Context: an optimization exercise on an open-source flow, tuned for small area and a short achievable clock period. The choices shown serve that exercise and are no tape-out recipe.
No functional check of the RTL was part of any run shown here.
Power and IR drop assume default switching activity.

==> flow/design.v <==
module timer_top (
    input sys_clk,
    input sys_rst_n,
    input tim_psel,
    input tim_pwrite,
    input tim_penable,
    input [11:0] tim_paddr,
    input [31:0] tim_pwdata,
    input [3:0] tim_pstrb,
    input dbg_mode,
    output tim_int,
    output tim_pready,
    output tim_pslverr,
    output [31:0] tim_prdata
);
    reg [1:0] ph;
    reg       acc;
    reg       pready_q;
    reg [7:0] sel;           
    wire ph3 = (ph == 2'd3);
    always @(posedge sys_clk or negedge sys_rst_n) begin
        if (!sys_rst_n) begin
            ph       <= 2'd0;
            acc      <= 1'b0;
            pready_q <= 1'b0;
            sel      <= 8'd0;
        end else begin
            if (ph == 2'd0)
                ph <= (tim_psel && !tim_penable) ? 2'd1 : 2'd0;
            else
                ph <= ph + 2'd1;
            acc      <= ph3;
            pready_q <= acc;
            sel      <= (ph3 && tim_paddr[11:5] == 7'd0 && tim_paddr[1:0] == 2'd0)
                        ? (8'd1 << tim_paddr[4:2]) : 8'd0;
        end
    end
    wire s_tcr   = sel[0];
    wire s_tdr0  = sel[1];
    wire s_tdr1  = sel[2];
    wire s_tcmp0 = sel[3];
    wire s_tcmp1 = sel[4];
    wire s_tier  = sel[5];
    wire s_tisr  = sel[6];
    wire s_thcsr = sel[7];
    wire wr = tim_pwrite;
    reg       timer_en;
    reg       div_en;
    reg [3:0] div_val;
    wire err = (tim_pwdata[11:8] > 4'd8)
             || (timer_en && tim_pstrb[1] && (tim_pwdata[15:8] != {4'd0, div_val}))
             || (timer_en && tim_pstrb[0] && (tim_pwdata[1] != div_en));
    wire tcr_we = s_tcr && wr;
    reg pslverr_q;
    always @(posedge sys_clk or negedge sys_rst_n) begin
        if (!sys_rst_n) begin
            timer_en  <= 1'b0;
            div_en    <= 1'b0;
            div_val   <= 4'd1;
            pslverr_q <= 1'b0;
        end else begin
            pslverr_q <= tcr_we && err;
            if (tcr_we && tim_pstrb[0])
                timer_en <= tim_pwdata[0];
            if (tcr_we && !err && tim_pstrb[0])
                div_en <= tim_pwdata[1];
            if (tcr_we && !err && tim_pstrb[1])
                div_val <= tim_pwdata[11:8];
        end
    end
    reg [31:0] tdr0, tdr1, tcmp0, tcmp1;
    integer b;
    always @(posedge sys_clk or negedge sys_rst_n) begin
        if (!sys_rst_n) begin
            tdr0  <= 32'h0;
            tdr1  <= 32'h0;
            tcmp0 <= 32'hFFFF_FFFF;
            tcmp1 <= 32'hFFFF_FFFF;
        end else begin
            for (b = 0; b < 4; b = b + 1) begin
                if (s_tdr0 && wr && tim_pstrb[b])  tdr0[8*b +: 8]  <= tim_pwdata[8*b +: 8];
                if (s_tdr1 && wr && tim_pstrb[b])  tdr1[8*b +: 8]  <= tim_pwdata[8*b +: 8];
                if (s_tcmp0 && wr && tim_pstrb[b]) tcmp0[8*b +: 8] <= tim_pwdata[8*b +: 8];
                if (s_tcmp1 && wr && tim_pstrb[b]) tcmp1[8*b +: 8] <= tim_pwdata[8*b +: 8];
            end
        end
    end
    reg        ld_hold;
    reg [7:0]  div_cnt;
    reg [63:0] counter;
    wire halt = halt_req && dbg_mode;
    wire [7:0] div_mask = (8'd1 << div_val) - 8'd1;
    wire div_hit = !div_en || (&(div_cnt | ~div_mask));
    wire cnt_inc = !halt && div_hit;
    always @(posedge sys_clk or negedge sys_rst_n) begin
        if (!sys_rst_n) begin
            ld_hold <= 1'b0;
            div_cnt <= 8'd0;
            counter <= 64'd0;
        end else begin
            ld_hold <= wr && (s_tdr0 || s_tdr1);
            if (!timer_en || halt || div_hit)
                div_cnt <= 8'd0;
            else
                div_cnt <= div_cnt + 8'd1;
            if (!timer_en) begin
                if (!ld_hold)
                    counter <= {tdr1, tdr0};
            end else if (cnt_inc) begin
                counter <= counter + 64'd1;
            end
        end
    end
    reg int_en, pending, status, tim_int_q;
    wire compare = (counter == {tcmp1, tcmp0});
    wire int_clr = s_tisr && wr && tim_pstrb[0] && tim_pwdata[0];
    wire int_en_n  = (s_tier && wr && tim_pstrb[0]) ? tim_pwdata[0] : int_en;
    wire pending_n = !int_clr && (pending || compare);
    always @(posedge sys_clk or negedge sys_rst_n) begin
        if (!sys_rst_n) begin
            int_en    <= 1'b0;
            pending   <= 1'b0;
            status    <= 1'b0;
            tim_int_q <= 1'b0;
        end else begin
            int_en    <= int_en_n;
            pending   <= pending_n;
            status    <= !int_clr && (status || pending);
            tim_int_q <= int_en_n && pending_n;
        end
    end
    reg halt_req;
    reg dbg_d1, dbg_d2;      
    always @(posedge sys_clk or negedge sys_rst_n) begin
        if (!sys_rst_n)
            halt_req <= 1'b0;
        else if (s_thcsr && wr && tim_pstrb[0])
            halt_req <= tim_pwdata[0];
    end
    always @(posedge sys_clk) begin
        dbg_d1 <= dbg_mode;
        dbg_d2 <= dbg_d1;
    end
    reg [31:0] prdata_q;
    wire [31:0] rdata =
          ({32{s_tcr}}   & {20'h0, div_val, 6'h0, div_en, timer_en})
        | ({32{s_tdr0}}  & counter[31:0])
        | ({32{s_tdr1}}  & counter[63:32])
        | ({32{s_tcmp0}} & tcmp0)
        | ({32{s_tcmp1}} & tcmp1)
        | ({32{s_tier}}  & {31'h0, int_en})
        | ({32{s_tisr}}  & {31'h0, status})
        | ({32{s_thcsr}} & {30'h0, halt_req && dbg_d2, halt_req});
    always @(posedge sys_clk or negedge sys_rst_n) begin
        if (!sys_rst_n)
            prdata_q <= 32'h0;
        else
            prdata_q <= rdata;
    end
    assign tim_int     = tim_int_q;
    assign tim_pready  = pready_q;
    assign tim_pslverr = pslverr_q;
    assign tim_prdata  = prdata_q;
endmodule
==> flow/run.sh <==
#!/bin/bash
# synth_recipe.tcl (not shown) runs the flow's synth.tcl, then flattens the netlist and writes it again
# the make line also repeats each setting of config.mk as NAME=value (left out here)
make -C /OpenROAD-flow-scripts/flow DESIGN_CONFIG=/design/flow/config.mk WORK_HOME=/design/flow/orfs CLKGATE_MAP_FILE= SYNTH_SCRIPT=/design/flow/synth_recipe.tcl finish
==> flow/config.mk <==
export PLATFORM = sky130hd
export DESIGN_NAME = timer_top
export DESIGN_NICKNAME = timer_top
export VERILOG_FILES = /design/flow/design.v
export SDC_FILE = /design/flow/constraint.sdc
export NUM_CORES = 4
export LEC_CHECK = 0
export CAP_MARGIN = 20
export CORE_MARGIN = 2
export CORE_UTILIZATION = 40
export SLEW_MARGIN = 20
==> flow/constraint.sdc <==
create_clock -name core_clock -period 4.0 [get_ports {sys_clk}]
set_input_delay 0.8000 -clock core_clock [delete_from_list [all_inputs] [get_ports {sys_clk}]]
set_output_delay 0.8000 -clock core_clock [all_outputs]
set_load 0.01 [all_outputs]
==> reports/metrics.yaml, run 1 <==
timing:
  max_freq_mhz: 338
  slew_violations: 0
  setup_viol: 0
  tightest_slew_ps: 1080
  rsz0062_at_grt: "false"
  relSlewSlack_pct: 27.8
  finClkSkew_ps: 14.7
  period_share_pct: 74.0
  whs_ps: 295
  setup_tns_ps: 0
  period_needed_ps: 2960
  finalHoldViolations: 0
pwr:
  peakVddDrop_mv: 0.345
  power_mw: 5.84
  p_leak_nw: 7.06
  powerDensity_mw_per_mm2: 379
grt:
  grt_pass1_vias: 10100
  gr-usage-all-layers_pct: 24.1
  grt_pass1_wl_um: 62400
  antenna_found_initial: 2
  grt_max_degree: 105
  grt_overflow: 0
synthesis:
  ys_ff_latch: 259
  synthFlopType: "dfrtp_1"
  synth_top_cells_by_area: "dfrtp_1 37%, dfstp_2 13%, mux2_2 12%"
  yosysUniqueCellTypes: 67
  synth_edf_count: 0
  synth_common_cells: "192 x dfrtp_1, 138 x mux2_2, 98 x nand2_1, 96 x a22oi_1, 71 x xor2_1"
  postSynthCellCount: 1195
  synth_top_area_share_pct: 37.0
  async_flop_share_pct: 99.2
  syn_nets: 1254
  yosysMostFrequentCell: "dfrtp_1"
  syn_avg_cell_area_um2: 10.9
  syn_area_mm2: 0.0130
  yosysTopAreaCell: "dfrtp_1"
  ys_seq_area_share_pct: 50.4
  yosys_warnings: 1
clocking:
  cts_hold_buf: 0
  cts_tree: "yes"
  numCtsBuffers: 29
  htree_levels: 1
  insertion_delay_ps: 560
  cts_root_buffer: "clkbuf_16"
  cts_resized: 0
  clockBufferDepth: 3
  clkTransAtPathRegs_ps: 60
  clkSinkCount: 259
  postCtsSetupBuffers: 0
cells_and_area:
  nets: 1322
  final_util_pct: 47.8
  syn2layout_area_growth_pct: 18.7
  fillers: 2967
  layout-drive-gt1-share_pct: 22.9
setup_path:
  path_max_fanout: 40
  critPathKind: "reg2reg"
  cp.required_ps: 4440
  worstPathArrival_ps: 3400
  start_kind: "register"
  crit_path_end_kind: "register"
floorplan:
  die-area_mm2: 0.0340
  fp-row-count: 66
  initial_core_util_pct: 40.3
  die_x_um: 184
  core-area_mm2: 0.0323
  io_pins: 89
  fp.dieH_um: 184
outcome:
  status: "timing/DRC/antenna clean"
flow_run:
  maxCapViolCount: 0
drt:
  wl_per_cell_um: 23.6
  antenna_left: 0
  drtIter0Drc: 1131
  vias: 10400
  firstDrtPassIters: 8
  drt-total-wl_um: 40900
  viasPerCell: 6.02
  drcViolationCount: 0
placement:
  hpwl_um: 28200
  portBuffers: 88
  gp_congestion: 0.904
worst_hold_path:
  hold_class: "in2async"
## registers in the layout, summed over array words and instances (netlist names), 2 cells and up
register / flops
tdr1: 32
ph: 2
sel: 8
tcmp1: 32
counter: 64
div_cnt: 8
tcmp0: 32
tdr0: 32
prdata_q: 32
div_val: 4
## path summary, 6_finish.rpt
path,from,endpoint,slack [ps],cells past startpoint
max in group asynchronous,sys_rst_n,tcmp0[16]$_DFFE_PN1P_,2670,2
hold reg to reg,dbg_d1$_DFF_P_,dbg_d2$_DFF_P_,350,0
min in group core_clock,dbg_d1$_DFF_P_,dbg_d2$_DFF_P_,350,0
setup / recovery,div_val[1]$_DFFE_PN0P_,counter[63]$_DFFE_PN0P_,1040,10
setup reg to reg,div_val[1]$_DFFE_PN0P_,counter[63]$_DFFE_PN0P_,1040,10
hold / removal,sys_rst_n,prdata_q[16]$_DFF_PN0_,300,1
## report_power, final
group	internal (mW)	leakage [nW]	switching (mW)
clock network	1.86	0.521	1.12
logic	0.0845	3.19	0.118
registers	2.65	3.35	0.0153
total	4.59	7.06	1.25
## placed cells by master (no fill, tap or decap), drive strengths merged, types with 4 or more instances in the layout
master         instances
nor3                  17
dfstp                 65
clkdlybuf4s50         87
bufinv                 7
nand2b                 5
xor2                  71
clkbuf                39
xnor2                  4
ha                     5
a222oi                 5
and4                  10
dfrtp                192
o2bb2ai                6
inv                   29
or3                    4
clkinv                 6
mux2                 138
nor2                  52
a41oi                  4
buf                   30
a22o                   4
nand2                 98
and3                  20
a22oi                 96
o31ai                  6
o22a                  19
a21oi                 26
o2bb2a                15
nor4                  25
and2                   4
a2bb2oi                6
o22ai                 36
a31oi                 22
nand3                 39
nand4                 29
o21ai                 30
## layer usage
layer	part of all wire [%]	track usage [%]	wire, um	vias to the layer above
met5	0.032	0	13	-
met4	4.7	10.3	1910	2
met3	7.8	4.11	3180	101
met2	44	36.2	18100	473
met1	43	34.3	17700	5226
li1	-	-	-	4614
## per-stage QoR
step	std cells	cell area [um2]	worst slack, ps
final	1729	15400	1040
after global routing	1728	15400	850
after CTS	1728	15400	1070
after detailed placement	1674	14400	707
after global placement	1674	14400	824
after floorplan	1195	13000	1530
## kinds of logic (layout without fill, tap and decap cells)
kind of cell,count (synthesis),after routing,synth area share [%]
other,0,1,0
muxes,140,140,12.1
buffers and inverters,108,199,3.35
AOI/OAI and AO/OA,295,295,16.4
DFF,259,259,50.4
xor gates and xnor gates,75,75,5.05
and+or+nand+nor,313,313,12.2
adders and majority gates,5,5,0.481
## worst max-delay path: stages (launching register included)
cell,delay [ps]
dfrtp_1,470
nor2_1,240
nand3_1,110
ha_1,230
nor2b_1,140
o31ai_1,230
nand3_1,160
nand4_1,180
buf_4,490
a2111oi_0,190
or3_1,390
## layout make-up
type,count,area [um2],share of cell area (%)
tap,442,553,3.58
inverter,28,105,0.681
antenna,1,2.50,0.0162
sequential,259,6560,42.5
timing repair buffer,117,1130,7.32
clock buffer,39,803,5.21
clock inverter,15,260,1.69
multi-input combinational,828,6020,39.0
==> run 2, diff against run 1 <==
--- a/flow/config.mk
+++ b/flow/config.mk
@@ -5,7 +5,9 @@
 export SDC_FILE = /design/flow/constraint.sdc
 export NUM_CORES = 4
 export LEC_CHECK = 0
+export ABC_CLOCK_PERIOD_IN_PS = 1700
 export CAP_MARGIN = 20
 export CORE_MARGIN = 2
-export CORE_UTILIZATION = 40
+export CORE_UTILIZATION = 60
+export SETUP_SLACK_MARGIN = 2.3
 export SLEW_MARGIN = 20
==> reports/metrics.yaml, run 2 <==
timing:
  period_needed_ps: 2450
  rsz0062_at_grt: "true"
  relSlewSlack_pct: 47.5
  setup_tns_ps: 0
  finalHoldViolations: 0
  setup_viol: 0
  slew_violations: 0
  tightest_slew_ps: 787
  max_freq_mhz: 408
  finalWorstSetupSlack_ps: 1550
  finClkSkew_ps: 13.5
  period_share_pct: 61.3
drt:
  vias: 11500
  firstDrtPassIters: 7
  drtIter0Drc: 1780
  drcViolationCount: 0
  antenna_left: 0
  wl_per_cell_um: 27.4
  drt-total-wl_um: 44000
  viasPerCell: 7.13
setup_path:
  slowest_stage: "dfrtp_2"
  path_max_fanout: 8
  cp.required_ps: 4480
  start_kind: "register"
  cp_cell_sequence: "nor2_4, nand3_2, ha_4, nor2b_4, o31ai_1, nand3_1, buf_4, and4_4, nor2_4, buf_12, buf_12, a2bb2oi_2"
  crit_path_end_kind: "register"
  worstPathArrival_ps: 2930
  crit_buf_inv: 3
  cp_top_family: "simple AND/OR/NAND/NOR gates"
  critPathKind: "reg2reg"
  r2r_setup_slack_ps: 1550
  critPathMaxStageDelay_ps: 440
cells_and_area:
  largest_reg_flops: 64
  final_util_pct: 80.1
  regMostFlops: "counter"
  final_common_cell: "dfrtp_1"
  stdcell_count: 1608
  multi_input_area_mm2: 0.00717
  finalInstanceArea_mm2: 0.0170
  nets: 1368
  ff_latch_area_mm2: 0.00659
  fillers: 1289
  syn2layout_area_growth_pct: 30.4
  layout-drive-gt1-share_pct: 40.9
  final_cell_mix: "164 x dfrtp_1, 101 x mux2_2, 87 x nand2_1, 70 x a22oi_1, 68 x xor2_1"
synthesis:
  syn_area_mm2: 0.0130
  synthFlopType: "dfrtp_1"
  synth_common_cells: "192 x dfrtp_1, 138 x mux2_2, 98 x nand2_1, 96 x a22oi_1, 71 x xor2_1"
  yosys_warnings: 1
  syn_avg_cell_area_um2: 10.9
  yosysMostFrequentCell: "dfrtp_1"
  ys_ff_latch: 259
  yosysUniqueCellTypes: 67
  yosysTopAreaCell: "dfrtp_1"
  ys_seq_area_share_pct: 50.4
  synth_edf_count: 0
  synth_top_cells_by_area: "dfrtp_1 37%, dfstp_2 13%, mux2_2 12%"
  synth_top_area_share_pct: 37.0
  async_flop_share_pct: 99.2
  syn_nets: 1254
  postSynthCellCount: 1195
floorplan:
  fp.dieH_um: 151
  io_pins: 89
  fp-row-count: 53
  initial_core_util_pct: 61.4
  die-area_mm2: 0.0229
  core-area_mm2: 0.0212
  die_x_um: 151
clocking:
  clkTransAtPathRegs_ps: 60
  cts_tree: "yes"
  cts_hold_buf: 0
  clockBufferDepth: 3
  insertion_delay_ps: 560
  cts_root_buffer: "clkbuf_16"
  numCtsBuffers: 29
  clkSinkCount: 259
  htree_levels: 1
pwr:
  powerDensity_mw_per_mm2: 335
  p_leak_nw: 7.82
  peakVddDrop_mv: 0.356
placement:
  hpwl_um: 27000
  dp_cells: 1501
  place_area_mm2: 0.0145
  portBuffers: 88
  place_ws_ps: 1070
  gp_congestion: 0.973
grt:
  antenna_found_initial: 2
  grt_pass1_vias: 10900
  gr-usage-all-layers_pct: 37.3
  grt_max_degree: 94
  grt_pass1_wl_um: 64800
  grt_overflow: 0
outcome:
  status: "timing/DRC/antenna clean"
worst_hold_path:
  hold_class: "in2async"
flow_run:
  maxCapViolCount: 0
-- run 2: cell counts after synthesis --
Identical to the previous run, type by type.
-- run 2: cell type report --
class / instances / share of cell area [%]
Multi-Input combinational cell: 829 / 42.3
Sequential cell: 259 / 38.9
Timing Repair Buffer: 162 / 10.2
Clock buffer: 43 / 5.06
Tap cell: 275 / 2.03
Clock inverter: 11 / 0.900
Inverter: 28 / 0.620
Antenna cell: 1 / 0.0148
-- run 2: worst reg2reg max path, cell delays in order (launching register included) --
cell and delay, ps:
dfrtp_2 440, nor2_4 160, nand3_2 110, ha_4 180, nor2b_4 120, o31ai_1 180, nand3_1 160, buf_4 170
and4_4 250, nor2_4 200, buf_12 150, buf_12 120, a2bb2oi_2 140
-- run 2: logic make-up after synthesis --
group / after synthesis / synth area share [%]
muxes: 140 / 12.1
adders and majority gates: 5 / 0.481
DFF: 259 / 50.4
and+or+nand+nor: 313 / 12.2
AOI/OAI and AO/OA: 295 / 16.4
buffers and inverters: 108 / 3.35
xor gates and xnor gates: 75 / 5.05
-- run 2: per-layer routing --
metal / vias to the layer above / track usage (%) / part of all wire [%]
met2: 820 / 54.5 / 43
li1: 4722 / - / -
met1: 5672 / 52.5 / 39
met4: 2 / 18.4 / 7.0
met5: - / 0 / 0.11
met3: 246 / 8.80 / 11
-- run 2: what timing repair did --
action / in CTS / in global routing
pin swaps: 37 / 54
gates resized for setup: 270 / 102
endpoints found under the hold margin: 0 / 0
cloned: 7 / 6
endpoints found under the setup margin: 239 / 160
buffers inserted: 29 / 10
-- run 2: path summary, 6_finish.rpt --
path / depth (start not counted) / endpoint / startpoint
setup / recovery: 12 / counter[44]$_DFFE_PN0P_ / div_val[2]$_DFFE_PN0P_
hold / removal: 1 / prdata_q[10]$_DFF_PN0_ / sys_rst_n
setup reg to reg: 12 / counter[44]$_DFFE_PN0P_ / div_val[2]$_DFFE_PN0P_
hold reg to reg: 0 / dbg_d2$_DFF_P_ / dbg_d1$_DFF_P_
max in group asynchronous: 2 / tcmp1[27]$_DFFE_PN1P_ / sys_rst_n
min in group core_clock: 0 / dbg_d2$_DFF_P_ / dbg_d1$_DFF_P_
-- run 2: power breakdown --
| group | internal, mW | switching [mW] | total [mW] |
|---|---|---|---|
| clock network | 1.68 | 1.12 | 2.80 |
| registers | 2.65 | 0.0155 | 2.66 |
| logic | 0.0877 | 0.131 | 0.218 |
-- run 2: through the flow --
step | total power [mW] | hold slack (ps)
floorplan | 2.77 | 310
global placement | 2.92 | 332
detailed placement | 2.92 | 312
CTS | 5.69 | 301
global route | 5.85 | 299
finish | 5.68 | 244

## separate check: timing with driven ports
How much do the figures lean on ideal ports? The routed layouts below were timed once more, with nothing changed but the port constraints.
Step 1: set_driving_cell puts a clkbuf_16 on sys_clk and a buf_2 on each other input, an assumption about the parent block.
Step 2 times the ports against the registers' clock, not the clock port: input delays grow and output delays shrink by t, the midpoint of the rising clock arrivals with the driver on.
a / b / c = no drivers / after step 1 / after step 2; a / b = the first two.
| run | t, ns | slack for setup (ns) | worst setup path at the end | clock arrival spread, ns | slew at the worst register clock pin (ns) |
|---|---|---|---|---|---|
| run 1 | 0.609 | 1.041 / 1.041 / 0.747 | input to register | 0.015 / 0.015 | 0.07 / 0.07 |
| run 2 | 0.603 | 1.549 / 1.549 / 1.004 | input to register | 0.017 / 0.018 | 0.07 / 0.07 |
After both steps every run listed still meets setup and hold. The setup slack of run 2, which loses most, moves by 0.000 ns with the drivers and by -0.545 ns with both steps.
